This is an optimization exercise on Yosys and OpenROAD, whose aim is a short achievable clock period and few clock cycles, not a production implementation.

==> wip/sierra <==
## mips
module mips( clk, rst, imem_addr, imem_dout, dmem_addr, dmem_din, dmem_be, dmem_wren, dmem_dout );
==> module mips, before the edit <==
module mips( clk, rst, imem_addr, imem_dout, dmem_addr, dmem_din, dmem_be, dmem_wren, dmem_dout );
   input         clk;
   input         rst;
   output [31:0] imem_addr;
   input [31:0]  imem_dout;
   output [31:0] dmem_addr;
   output [31:0] dmem_din;
   output [3:0]  dmem_be;
   output        dmem_wren;
   input [31:0]  dmem_dout;
   wire [31:0]   rf_rd [0:31];
   wire          wb_en;
   wire [4:0]    wb_rd;
   wire [31:0]   wb_val;
   assign rf_rd[0] = 32'd0;
   regfile U_RF (.clk(clk), .rst(rst), .we(wb_en), .wa(wb_rd), .wd(wb_val),
                 .q01(rf_rd[1]),  .q02(rf_rd[2]),  .q03(rf_rd[3]),  .q04(rf_rd[4]),
                 .q05(rf_rd[5]),  .q06(rf_rd[6]),  .q07(rf_rd[7]),  .q08(rf_rd[8]),
                 .q09(rf_rd[9]),  .q10(rf_rd[10]), .q11(rf_rd[11]), .q12(rf_rd[12]),
                 .q13(rf_rd[13]), .q14(rf_rd[14]), .q15(rf_rd[15]), .q16(rf_rd[16]),
                 .q17(rf_rd[17]), .q18(rf_rd[18]), .q19(rf_rd[19]), .q20(rf_rd[20]),
                 .q21(rf_rd[21]), .q22(rf_rd[22]), .q23(rf_rd[23]), .q24(rf_rd[24]),
                 .q25(rf_rd[25]), .q26(rf_rd[26]), .q27(rf_rd[27]), .q28(rf_rd[28]),
                 .q29(rf_rd[29]), .q30(rf_rd[30]), .q31(rf_rd[31]));
   reg [31:0]    pc;
   reg           e_wr, e_load, e_store, e_beq, e_sub, e_ori, e_imm;
   reg [4:0]     e_rd, e_rt;
   reg [15:0]    e_imm16;
   reg [31:0]    e_a, e_b;
   reg [31:0]    e_target;
   reg           m_wr, m_load;
   reg [4:0]     m_rd;
   reg [31:0]    m_res;
   reg [31:0]    dm_addr, dm_din;
   reg           dm_wren;
   wire [31:0]   ir = imem_dout;
   wire [5:0]    op = ir[31:26];
   wire [5:0]    fn = ir[5:0];
   wire [4:0]    rs = ir[25:21];
   wire [4:0]    rt = ir[20:16];
   wire [4:0]    rd = ir[15:11];
   wire          d_rtype = (op == 6'b000000);
   wire          d_addu  = d_rtype && (fn == 6'b100001);
   wire          d_subu  = d_rtype && (fn == 6'b100011);
   wire          d_ori   = (op == 6'b001101);
   wire          d_lw    = (op == 6'b100011);
   wire          d_sw    = (op == 6'b101011);
   wire          d_beq   = (op == 6'b000100);
   wire          d_j     = (op == 6'b000010);
   wire          d_same  = (rs == rt);           
   wire [4:0]    d_dst   = d_rtype ? rd : rt;
   wire          d_wr    = (d_addu | d_subu | d_ori | d_lw) && (d_dst != 5'd0);
   wire          d_use_rs = d_rtype | d_ori | d_lw | d_sw | d_beq;
   wire          d_use_rt = d_rtype | d_beq;    
   wire          stall = e_load && e_wr &&
                 ((d_use_rs && rs == e_rd) || (d_use_rt && rt == e_rd));
   wire [31:0]   e_imm32 = {{16{e_imm16[15] & ~e_ori}}, e_imm16};
   wire [31:0]   e_bop   = e_imm ? e_imm32 : e_b;
   wire [31:0]   e_sum   = e_a + (e_sub ? ~e_bop : e_bop) + {31'd0, e_sub};
   wire [31:0]   e_res   = e_ori ? (e_a | e_imm32) : e_sum;
   wire          taken   = e_beq && (e_a == e_b);
   wire [31:0]   m_val = m_load ? dmem_dout : m_res;
   wire          fa_e = e_wr && (rs == e_rd);
   wire          fa_m = m_wr && (rs == m_rd);
   wire          fb_e = e_wr && (rt == e_rd);
   wire          fb_m = m_wr && (rt == m_rd);
   wire [31:0]   d_a = fa_e ? e_res : fa_m ? m_val : rf_rd[rs];
   wire [31:0]   d_b = fb_e ? e_res : fb_m ? m_val : rf_rd[rt];
   wire [31:0]   pc4 = pc + 32'd4;
   wire [31:0]   br_target = pc4 + {{14{ir[15]}}, ir[15:0], 2'b00};
   wire [31:0]   j_target  = {pc[31:28], ir[25:0], 2'b00};
   always @(posedge clk) begin
      if (rst)
        pc <= 32'd0;
      else if (taken)
        pc <= e_target;
      else if (stall)
        pc <= pc;
      else if (d_j)
        pc <= j_target;
      else if (d_beq && d_same)
        pc <= br_target;
      else
        pc <= pc4;
   end
   always @(posedge clk) begin
      if (rst || taken || stall) begin
         e_wr <= 1'b0; e_load <= 1'b0; e_store <= 1'b0; e_beq <= 1'b0;
      end else begin
         e_wr <= d_wr; e_load <= d_lw; e_store <= d_sw; e_beq <= d_beq && !d_same;
      end
      e_sub <= d_subu;
      e_ori <= d_ori;
      e_imm <= d_ori | d_lw | d_sw;
      e_rd <= d_dst;
      e_rt <= rt;
      e_imm16 <= ir[15:0];
      e_a <= d_a;
      e_b <= d_b;
      e_target <= br_target;
   end
   always @(posedge clk) begin
      if (rst) begin
         m_wr <= 1'b0; m_load <= 1'b0; dm_wren <= 1'b0;
      end else begin
         m_wr <= e_wr; m_load <= e_load; dm_wren <= e_store;
      end
      m_rd <= e_rd;
      m_res <= e_res;
      dm_addr <= e_sum;
      dm_din <= (m_load && m_wr && m_rd == e_rt) ? dmem_dout : e_b;
   end
   assign wb_en  = m_wr;
   assign wb_rd  = m_rd;
   assign wb_val = m_val;
   assign imem_addr = pc;
   assign dmem_addr = dm_addr;
   assign dmem_din  = dm_din;
   assign dmem_wren = dm_wren;
   assign dmem_be   = 4'b1111;
endmodule
export LEC_CHECK = 0
export CAP_MARGIN = 20
export CORE_MARGIN = 2
export CORE_UTILIZATION = 40
export PLACE_DENSITY = 0.6
export SLEW_MARGIN = 20
create_clock -name core_clock -period 12.0 [get_ports {clk}]
standard.sh (not shown) runs the stock make flow with config.mk's settings and CLKGATE_MAP_FILE= SYNTH_SCRIPT=/design/flow/synth_recipe.tcl, a recipe that flattens the netlist after the stock synthesis.
==> flow/flow/run.sh <==
#!/bin/bash
set -uo pipefail
bash standard.sh SETUP_SLACK_MARGIN=8.6 finish > flow_standard.log 2>&1
st=$?
tail -5 flow_standard.log
exit $st
==> wip/quartz: changes against wip/sierra <==
--- a/flow/design.v
+++ b/flow/design.v
@@ -87,4 +87,6 @@
    output        dmem_wren;
    input [31:0]  dmem_dout;
+   localparam RSPLIT = 2;             
+   localparam NC     = 1 << RSPLIT;   
    wire [31:0]   rf_rd [0:31];
    wire          wb_en;
@@ -102,14 +104,4 @@
                  .q29(rf_rd[29]), .q30(rf_rd[30]), .q31(rf_rd[31]));
    reg [31:0]    pc;
-   reg           e_wr, e_load, e_store, e_beq, e_sub, e_ori, e_imm;
-   reg [4:0]     e_rd, e_rt;
-   reg [15:0]    e_imm16;
-   reg [31:0]    e_a, e_b;
-   reg [31:0]    e_target;
-   reg           m_wr, m_load;
-   reg [4:0]     m_rd;
-   reg [31:0]    m_res;
-   reg [31:0]    dm_addr, dm_din;
-   reg           dm_wren;
    wire [31:0]   ir = imem_dout;
    wire [5:0]    op = ir[31:26];
@@ -126,45 +118,56 @@
    wire          d_beq   = (op == 6'b000100);
    wire          d_j     = (op == 6'b000010);
-   wire          d_same  = (rs == rt);           
    wire [4:0]    d_dst   = d_rtype ? rd : rt;
    wire          d_wr    = (d_addu | d_subu | d_ori | d_lw) && (d_dst != 5'd0);
    wire          d_use_rs = d_rtype | d_ori | d_lw | d_sw | d_beq;
    wire          d_use_rt = d_rtype | d_beq;    
+   reg           e_wr, e_load, e_store, e_beq, e_sub, e_ori, e_imm;
+   reg [4:0]     e_rd, e_rs, e_rt;
+   reg [15:0]    e_imm16;
+   reg [31:0]    e_pc4;
+   reg [31:0]    e_ca [0:NC-1];
+   reg [31:0]    e_cb [0:NC-1];
+   reg           m_wr, m_load;
+   reg [4:0]     m_rd;
+   reg [31:0]    m_res;
+   reg [31:0]    dm_addr, dm_din;
+   reg           dm_wren;
+   reg           w_wr;
+   reg [4:0]     w_rd;
+   reg [31:0]    w_val;
    wire          stall = e_load && e_wr &&
                  ((d_use_rs && rs == e_rd) || (d_use_rt && rt == e_rd));
-   wire [31:0]   e_imm32 = {{16{e_imm16[15] & ~e_ori}}, e_imm16};
-   wire [31:0]   e_bop   = e_imm ? e_imm32 : e_b;
-   wire [31:0]   e_sum   = e_a + (e_sub ? ~e_bop : e_bop) + {31'd0, e_sub};
-   wire [31:0]   e_res   = e_ori ? (e_a | e_imm32) : e_sum;
-   wire          taken   = e_beq && (e_a == e_b);
-   wire [31:0]   m_val = m_load ? dmem_dout : m_res;
-   wire          fa_e = e_wr && (rs == e_rd);
-   wire          fa_m = m_wr && (rs == m_rd);
-   wire          fb_e = e_wr && (rt == e_rd);
-   wire          fb_m = m_wr && (rt == m_rd);
-   wire [31:0]   d_a = fa_e ? e_res : fa_m ? m_val : rf_rd[rs];
-   wire [31:0]   d_b = fb_e ? e_res : fb_m ? m_val : rf_rd[rt];
-   wire [31:0]   pc4 = pc + 32'd4;
-   wire [31:0]   br_target = pc4 + {{14{ir[15]}}, ir[15:0], 2'b00};
-   wire [31:0]   j_target  = {pc[31:28], ir[25:0], 2'b00};
+   wire          fa_m = m_wr && (m_rd == e_rs);
+   wire          fa_w = w_wr && (w_rd == e_rs);
+   wire          fb_m = m_wr && (m_rd == e_rt);
+   wire          fb_w = w_wr && (w_rd == e_rt);
+   wire [31:0]   a_rf = e_ca[e_rs[RSPLIT-1:0]];
+   wire [31:0]   b_rf = e_cb[e_rt[RSPLIT-1:0]];
+   wire [31:0]   a = fa_m ? m_res : fa_w ? w_val : a_rf;
+   wire [31:0]   b = fb_m ? m_res : fb_w ? w_val : b_rf;
+   wire [31:0]   imm32 = {{16{e_imm16[15] & ~e_ori}}, e_imm16};
+   wire [31:0]   bop = e_imm ? imm32 : b;
+   wire [31:0]   sum = a + (e_sub ? ~bop : bop) + {31'd0, e_sub};
+   wire [31:0]   res = e_ori ? (a | imm32) : sum;
+   wire          taken = e_beq && (a == b);
+   wire [31:0]   target = e_pc4 + {imm32[29:0], 2'b00};
    always @(posedge clk) begin
       if (rst)
         pc <= 32'd0;
       else if (taken)
-        pc <= e_target;
+        pc <= target;
       else if (stall)
         pc <= pc;
       else if (d_j)
-        pc <= j_target;
-      else if (d_beq && d_same)
-        pc <= br_target;
+        pc <= {pc[31:28], ir[25:0], 2'b00};
       else
-        pc <= pc4;
-   end
+        pc <= pc + 32'd4;
+   end
+   integer k;
    always @(posedge clk) begin
       if (rst || taken || stall) begin
          e_wr <= 1'b0; e_load <= 1'b0; e_store <= 1'b0; e_beq <= 1'b0;
       end else begin
-         e_wr <= d_wr; e_load <= d_lw; e_store <= d_sw; e_beq <= d_beq && !d_same;
+         e_wr <= d_wr; e_load <= d_lw; e_store <= d_sw; e_beq <= d_beq;
       end
       e_sub <= d_subu;
@@ -172,9 +175,12 @@
       e_imm <= d_ori | d_lw | d_sw;
       e_rd <= d_dst;
+      e_rs <= rs;
       e_rt <= rt;
       e_imm16 <= ir[15:0];
-      e_a <= d_a;
-      e_b <= d_b;
-      e_target <= br_target;
+      e_pc4 <= pc + 32'd4;
+      for (k = 0; k < NC; k = k + 1) begin
+         e_ca[k] <= rf_rd[{rs[4:RSPLIT], k[RSPLIT-1:0]}];
+         e_cb[k] <= rf_rd[{rt[4:RSPLIT], k[RSPLIT-1:0]}];
+      end
    end
    always @(posedge clk) begin
@@ -185,11 +191,19 @@
       end
       m_rd <= e_rd;
-      m_res <= e_res;
-      dm_addr <= e_sum;
-      dm_din <= (m_load && m_wr && m_rd == e_rt) ? dmem_dout : e_b;
+      m_res <= res;
+      dm_addr <= sum;
+      dm_din <= (m_load && fb_m) ? dmem_dout : b;
    end
    assign wb_en  = m_wr;
    assign wb_rd  = m_rd;
-   assign wb_val = m_val;
+   assign wb_val = m_load ? dmem_dout : m_res;
+   always @(posedge clk) begin
+      if (rst)
+        w_wr <= 1'b0;
+      else
+        w_wr <= m_wr;
+      w_rd <= m_rd;
+      w_val <= wb_val;
+   end
    assign imem_addr = pc;
    assign dmem_addr = dm_addr;
==> wip/ember: changes against wip/sierra <==
--- a/flow/design.v
+++ b/flow/design.v
@@ -87,4 +87,6 @@
    output        dmem_wren;
    input [31:0]  dmem_dout;
+   localparam RSPLIT = 2;             
+   localparam NC     = 1 << RSPLIT;   
    wire [31:0]   rf_rd [0:31];
    wire          wb_en;
@@ -102,14 +104,4 @@
                  .q29(rf_rd[29]), .q30(rf_rd[30]), .q31(rf_rd[31]));
    reg [31:0]    pc;
-   reg           e_wr, e_load, e_store, e_beq, e_sub, e_ori, e_imm;
-   reg [4:0]     e_rd, e_rt;
-   reg [15:0]    e_imm16;
-   reg [31:0]    e_a, e_b;
-   reg [31:0]    e_target;
-   reg           m_wr, m_load;
-   reg [4:0]     m_rd;
-   reg [31:0]    m_res;
-   reg [31:0]    dm_addr, dm_din;
-   reg           dm_wren;
    wire [31:0]   ir = imem_dout;
    wire [5:0]    op = ir[31:26];
@@ -126,45 +118,56 @@
    wire          d_beq   = (op == 6'b000100);
    wire          d_j     = (op == 6'b000010);
-   wire          d_same  = (rs == rt);           
    wire [4:0]    d_dst   = d_rtype ? rd : rt;
    wire          d_wr    = (d_addu | d_subu | d_ori | d_lw) && (d_dst != 5'd0);
    wire          d_use_rs = d_rtype | d_ori | d_lw | d_sw | d_beq;
    wire          d_use_rt = d_rtype | d_beq;    
+   reg           e_wr, e_load, e_store, e_beq, e_sub, e_ori, e_imm;
+   reg [4:0]     e_rd, e_rs, e_rt;
+   reg [15:0]    e_imm16;
+   reg [31:0]    e_pc4;
+   reg [31:0]    e_ca [0:NC-1];
+   reg [31:0]    e_cb [0:NC-1];
+   reg           m_wr, m_load;
+   reg [4:0]     m_rd;
+   reg [31:0]    m_res;
+   reg [31:0]    dm_addr, dm_din;
+   reg           dm_wren;
+   reg           w_wr;
+   reg [4:0]     w_rd;
+   reg [31:0]    w_val;
    wire          stall = e_load && e_wr &&
                  ((d_use_rs && rs == e_rd) || (d_use_rt && rt == e_rd));
-   wire [31:0]   e_imm32 = {{16{e_imm16[15] & ~e_ori}}, e_imm16};
-   wire [31:0]   e_bop   = e_imm ? e_imm32 : e_b;
-   wire [31:0]   e_sum   = e_a + (e_sub ? ~e_bop : e_bop) + {31'd0, e_sub};
-   wire [31:0]   e_res   = e_ori ? (e_a | e_imm32) : e_sum;
-   wire          taken   = e_beq && (e_a == e_b);
-   wire [31:0]   m_val = m_load ? dmem_dout : m_res;
-   wire          fa_e = e_wr && (rs == e_rd);
-   wire          fa_m = m_wr && (rs == m_rd);
-   wire          fb_e = e_wr && (rt == e_rd);
-   wire          fb_m = m_wr && (rt == m_rd);
-   wire [31:0]   d_a = fa_e ? e_res : fa_m ? m_val : rf_rd[rs];
-   wire [31:0]   d_b = fb_e ? e_res : fb_m ? m_val : rf_rd[rt];
-   wire [31:0]   pc4 = pc + 32'd4;
-   wire [31:0]   br_target = pc4 + {{14{ir[15]}}, ir[15:0], 2'b00};
-   wire [31:0]   j_target  = {pc[31:28], ir[25:0], 2'b00};
+   wire          fa_m = m_wr && (m_rd == e_rs);
+   wire          fa_w = w_wr && (w_rd == e_rs);
+   wire          fb_m = m_wr && (m_rd == e_rt);
+   wire          fb_w = w_wr && (w_rd == e_rt);
+   wire [31:0]   a_rf = e_ca[e_rs[RSPLIT-1:0]];
+   wire [31:0]   b_rf = e_cb[e_rt[RSPLIT-1:0]];
+   wire [31:0]   a = fa_m ? m_res : fa_w ? w_val : a_rf;
+   wire [31:0]   b = fb_m ? m_res : fb_w ? w_val : b_rf;
+   wire [31:0]   imm32 = {{16{e_imm16[15] & ~e_ori}}, e_imm16};
+   wire [31:0]   bop = e_imm ? imm32 : b;
+   wire [31:0]   sum = a + (e_sub ? ~bop : bop) + {31'd0, e_sub};
+   wire [31:0]   res = e_ori ? (a | imm32) : sum;
+   wire          taken = e_beq && (a == b);
+   wire [31:0]   target = e_pc4 + {imm32[29:0], 2'b00};
    always @(posedge clk) begin
       if (rst)
         pc <= 32'd0;
       else if (taken)
-        pc <= e_target;
+        pc <= target;
       else if (stall)
         pc <= pc;
       else if (d_j)
-        pc <= j_target;
-      else if (d_beq && d_same)
-        pc <= br_target;
+        pc <= {pc[31:28], ir[25:0], 2'b00};
       else
-        pc <= pc4;
-   end
+        pc <= pc + 32'd4;
+   end
+   integer k;
    always @(posedge clk) begin
       if (rst || taken || stall) begin
          e_wr <= 1'b0; e_load <= 1'b0; e_store <= 1'b0; e_beq <= 1'b0;
       end else begin
-         e_wr <= d_wr; e_load <= d_lw; e_store <= d_sw; e_beq <= d_beq && !d_same;
+         e_wr <= d_wr; e_load <= d_lw; e_store <= d_sw; e_beq <= d_beq;
       end
       e_sub <= d_subu;
@@ -172,9 +175,12 @@
       e_imm <= d_ori | d_lw | d_sw;
       e_rd <= d_dst;
+      e_rs <= rs;
       e_rt <= rt;
       e_imm16 <= ir[15:0];
-      e_a <= d_a;
-      e_b <= d_b;
-      e_target <= br_target;
+      e_pc4 <= pc + 32'd4;
+      for (k = 0; k < NC; k = k + 1) begin
+         e_ca[k] <= rf_rd[{rs[4:RSPLIT], k[RSPLIT-1:0]}];
+         e_cb[k] <= rf_rd[{rt[4:RSPLIT], k[RSPLIT-1:0]}];
+      end
    end
    always @(posedge clk) begin
@@ -185,11 +191,19 @@
       end
       m_rd <= e_rd;
-      m_res <= e_res;
-      dm_addr <= e_sum;
-      dm_din <= (m_load && m_wr && m_rd == e_rt) ? dmem_dout : e_b;
+      m_res <= res;
+      dm_addr <= sum;
+      dm_din <= (m_load && fb_m) ? dmem_dout : b;
    end
    assign wb_en  = m_wr;
    assign wb_rd  = m_rd;
-   assign wb_val = m_val;
+   assign wb_val = m_load ? dmem_dout : m_res;
+   always @(posedge clk) begin
+      if (rst)
+        w_wr <= 1'b0;
+      else
+        w_wr <= m_wr;
+      w_rd <= m_rd;
+      w_val <= wb_val;
+   end
    assign imem_addr = pc;
    assign dmem_addr = dm_addr;
==> flow/run.sh (new file) <==
#!/bin/bash
# synth_recipe.tcl (not shown) runs the flow's synth.tcl, then flattens the netlist and writes it again
# the make line also repeats each setting of config.mk as NAME=value (left out here)
make -C /OpenROAD-flow-scripts/flow DESIGN_CONFIG=/design/flow/config.mk WORK_HOME=/design/flow/orfs CLKGATE_MAP_FILE= SYNTH_SCRIPT=/design/flow/synth_recipe.tcl finish
removed: flow/flow/run.sh
removed: flow/standard.sh
==> out/qor.csv <==
stage;metric;value;unit
clock_network;cts_setup_buffers;680;
global_route;grt_max_degree;59;
outcome;stop_stage;global routing;
synth;yosys-mux-area-fraction;0.0196;
synth;yosysWarnings;2;
synth;synth_compound_area_frac;0.174;
synth;yosysSeqAreaShare;0.582;
outcome;toolErrorMsg;[ERROR GRT-0232] Routing congestion too high. Check the congestion heatmap in the GUI.;
placed_design;place_ws;5.51;ns
outcome;status;stopped before the end;
That was wip/sierra.
==> out/qor.csv <==
stage;metric;value;unit
worst_setup_path;worstSetupEndpointType;flip-flop;
synth;yosysWarnings;6;
placed_design;place_ws;6.07;ns
sta;max_clock_freq;214;MHz
global_route;grt_max_degree;60;
synth;synth_top_area_share;0.421;
cells_and_area;multi_input_area_share;0.353;
outcome;status;timing/DRC/antenna clean;
clock_network;cts_setup_buffers;346;
cells_and_area;nNetsFinal;7232;
synth;yosys-mux-area-fraction;0.104;
detailed_routing;vias;66129;
synth;yosysSeqAreaShare;0.562;
That was wip/quartz.
==> out/qor.csv <==
stage;metric;value;unit
clock_network;cts_resized;0;
worst_setup_path;crit_type;reg2reg;
clock_network;cts_setup_buffers;0;
clock_network;clock-root-buffer;clkbuf_16;
synth;yosysSeqAreaShare;0.562;
synth;yosysTopAreaCell;edfxtp_1;
worst_setup_path;cp.buffers_inverters;2;
synth;yosysWarnings;6;
cells_and_area;fillers;16101;
synth;yosysMostFrequentCell;nor2_1;
outcome;status;timing/DRC/antenna clean;
synth;synthFlopType;edfxtp_1;
synth;synth_cell_types;89;
global_route;grt_overflow;0;
synth;synth_compound_area_frac;0.137;
placed_design;place_ws;5.54;ns
synth;yosys-mux-area-fraction;0.104;
global_route;grt_max_degree;104;
That was wip/ember.
No run of this note included a check of the RTL's function; only the layout flow was run.

## afterwards: timing with drivers on the ports
How much do the figures lean on ideal ports? The routed layouts below were timed once more, with nothing changed but the port constraints.
Step 1: set_driving_cell puts a clkbuf_16 on clk and a buf_2 on each other input, an assumption about the parent block.
Step 2 also shifts input and output timing later by t, the mid clock arrival at the registers, as if the neighbouring blocks saw the same clock.
Three values: ideal ports, drivers, drivers and shift; two values: the first two.
run | t (ns) | setup WS [ns] | worst setup path at the end | worst slew at a driven data input, ns
wip/quartz | 0.936 | 7.337 / 7.337 / 6.989 | input to register | 0.55
wip/ember | 0.891 | 5.473 / 5.473 / 5.473 | register to register | 0.11
After both steps every run listed still meets setup and hold. The setup slack of wip/quartz, which loses most, moves by 0.000 ns with the drivers and by -0.348 ns with both steps.
